This design comes from an exercise in tuning for small area on the open sky130 flow, not from production work.
Only simulation tests tie the RTL to the original design; equivalence was not proved.
No activity file was given, so power comes from the tool's default toggle rates.

==> flow/design.v (excerpt) <==
module router_top(clk,resetn,read_enb_0,read_enb_1,read_enb_2,d_in,pkt_valid,
		d_out_0,d_out_1,d_out_2,vld_out_0,vld_out_1,vld_out_2,
		error,busy);
For scale: ~1,400 cells after synthesis, roughly 460 flip-flops, roughly 43 I/O pins, ~16,000 um^2 of cells after synthesis.
clock: 5.0 ns
lec_check: 0
cap_margin: 20
core_margin: 2
core_utilization: 80
cts_buf_list: sky130_fd_sc_hd__clkbuf_8
cts_cluster_diameter: 100
cts_cluster_size: 30
place_density: 0.86
slew_margin: 20
standard.sh (not shown) runs the stock make flow with config.mk's settings and CLKGATE_MAP_FILE= SYNTH_SCRIPT=/design/flow/synth_recipe.tcl, a recipe that flattens the netlist after the stock synthesis.
==> flow/flow/run.sh <==
#!/bin/bash
# Standard ORFS layout (the standard.sh) with three changes:
#  - synthesis is the standard synthesis script, with only the ABC
#    technology-mapping script replaced by an area-oriented one (registers,
#    their names and cell types are untouched: ABC maps combinational logic);
#  - clock tree synthesis without dummy loads;
#  - the port buffers use the smallest buffer cell.
set -euo pipefail
WORK=$(pwd)
FLOWDIR=$WORK/flow
cat > $WORK/my_synth.tcl <<EOT
proc abc {args} {
  set i [lsearch \$args -script]
  if {\$i >= 0} { lset args [expr {\$i+1}] $FLOWDIR/abc_area.script }
  yosys abc {*}\$args
}
source $WORK/synth_recipe.tcl
EOT
bash $WORK/standard.sh SYNTH_SCRIPT=$WORK/my_synth.tcl \
  "CTS_ARGS=-sink_clustering_enable -repair_clock_nets -dont_use_dummy_load -sink_clustering_size 16 -sink_clustering_max_diameter 60 -buf_list sky130_fd_sc_hd__clkbuf_8" \
  "BUFFER_PORTS_ARGS=-buffer_cell sky130_fd_sc_hd__buf_1" \
  finish > $WORK/standard_flow.log 2>&1
==> flow/flow/abc_area.script <==
strash
dch -f
map -a
mfs2 -a
&get -n
&st
&dch -f
&nf -a -R 1000
&put
topo
Edit:
- CORE_UTILIZATION: 80 -> 86
- CTS_BUF_LIST: sky130_fd_sc_hd__clkbuf_8 -> default
- CTS_CLUSTER_DIAMETER: 100 -> default
- CTS_CLUSTER_SIZE: 30 -> default
- PLACE_DENSITY: 0.86 -> 0.9
After rerunning: Synthesized area does not change; global-route usage rises by 9.1 points; count of clock-buffer cells in the layout does not change; first-iteration DRC count rises by a quarter to a third; final cell count falls slightly; die area falls by a few percent.
Edit:
--- a/flow/flow/run.sh
+++ b/flow/flow/run.sh
@@ -19,3 +19,3 @@
 bash $WORK/standard.sh SYNTH_SCRIPT=$WORK/my_synth.tcl \
-  "CTS_ARGS=-sink_clustering_enable -repair_clock_nets -dont_use_dummy_load -sink_clustering_size 16 -sink_clustering_max_diameter 60 -buf_list sky130_fd_sc_hd__clkbuf_8" \
+  "CTS_ARGS=-sink_clustering_enable -repair_clock_nets -dont_use_dummy_load -sink_clustering_size 20 -sink_clustering_max_diameter 60 -buf_list sky130_fd_sc_hd__clkbuf_8" \
   "BUFFER_PORTS_ARGS=-buffer_cell sky130_fd_sc_hd__buf_1" \
- CORE_UTILIZATION: 86 -> 80
- PLACE_DENSITY: 0.9 -> 0.86
What happened:
- fmax grows by a few percent
- worst setup slack gains 0.16 ns
- combinational power shrinks by a little under a tenth
- total power decreases by a few percent
- worst hold slack is worse by 0.056 ns
- synthesized area is unchanged
Edit:
--- a/flow/flow/run.sh
+++ b/flow/flow/run.sh
@@ -19,3 +19,3 @@
 bash $WORK/standard.sh SYNTH_SCRIPT=$WORK/my_synth.tcl \
-  "CTS_ARGS=-sink_clustering_enable -repair_clock_nets -dont_use_dummy_load -sink_clustering_size 20 -sink_clustering_max_diameter 60 -buf_list sky130_fd_sc_hd__clkbuf_8" \
+  "CTS_ARGS=-sink_clustering_enable -repair_clock_nets -dont_use_dummy_load -sink_clustering_size 16 -sink_clustering_max_diameter 60 -buf_list sky130_fd_sc_hd__clkbuf_8" \
   "BUFFER_PORTS_ARGS=-buffer_cell sky130_fd_sc_hd__buf_1" \
- CAP_MARGIN: 20 -> 5
- CORE_UTILIZATION: 80 -> 70
- PLACE_DENSITY: 0.86 -> 0.8
- SLEW_MARGIN: 20 -> 5
=> Sequential share of layout area came out lower by 0.52 points. Final cell count goes up slightly. Global-route usage decreases by 4.4 points. Utilization decreases by 11 points. Cell area increases slightly. Routed wire length falls slightly. Non-clock buffer count is higher by 5. Flip-flop and latch count stays the same. Die area climbs by roughly a tenth.
Edit:
- CAP_MARGIN: 5 -> 20
- CTS_BUF_LIST: default -> sky130_fd_sc_hd__clkbuf_8
- CTS_CLUSTER_DIAMETER: default -> 100
- CTS_CLUSTER_SIZE: default -> 30
- SLEW_MARGIN: 5 -> 20
Synthesized area does not change.
Global-route usage stays the same.
Clock skew hardly moves.
Worst hold slack stays flat.
Total power stays flat.
Final cell count is unchanged.
Sequential power hardly moves.
Wire length barely changes.
Cell area stays flat.
Edit:
- CORE_UTILIZATION: 70 -> 80
- CTS_BUF_LIST: sky130_fd_sc_hd__clkbuf_8 -> default
- CTS_CLUSTER_DIAMETER: 100 -> default
- CTS_CLUSTER_SIZE: 30 -> default
- PLACE_DENSITY: 0.8 -> 0.86
Effect: Flip-flop and latch count is unchanged. Total power stays flat. Clock-buffer cell count goes down by 1. Setup slack gets worse by 0.13 ns. Worst hold slack gets worse by 0.0061 ns. Core utilization climbs by 11 points. Wire length increases by 4.7%.

[static timing again, ports no longer ideal]
The flow's constraints put no driver on any port. The routed layouts listed below were extracted and timed again, unchanged, in two steps.
Step 1 (the two cells are an assumption about what drives the block):
set clk [get_ports {clk}]
set_driving_cell -lib_cell sky130_fd_sc_hd__clkbuf_16 $clk
set_driving_cell -lib_cell sky130_fd_sc_hd__buf_2 [delete_from_list [all_inputs] $clk]
Step 2 also shifts input and output timing later by t, the mid clock arrival at the registers, as if the neighbouring blocks saw the same clock.
Three values: ideal ports, drivers, drivers and shift; two values: the first two.
run	t (ns)	slack for setup (ns)	latest minus earliest clock arrival (ns)	worst register clock-pin slew, ns
the first run	0.587	0.824 / 0.778 / 1.365	0.039 / 0.039	0.10 / 0.10
the second run	0.595	0.609 / 0.566 / 1.160	0.047 / 0.047	0.10 / 0.10
the third run	0.621	0.770 / 0.722 / 1.343	0.060 / 0.060	0.12 / 0.12
the fourth run	0.580	0.900 / 0.850 / 1.429	0.051 / 0.051	0.10 / 0.10
the fifth run	0.580	0.957 / 0.906 / 1.486	0.053 / 0.053	0.10 / 0.10
the sixth run	0.587	0.824 / 0.778 / 1.365	0.039 / 0.039	0.10 / 0.10
After both steps every run listed still meets setup and hold.
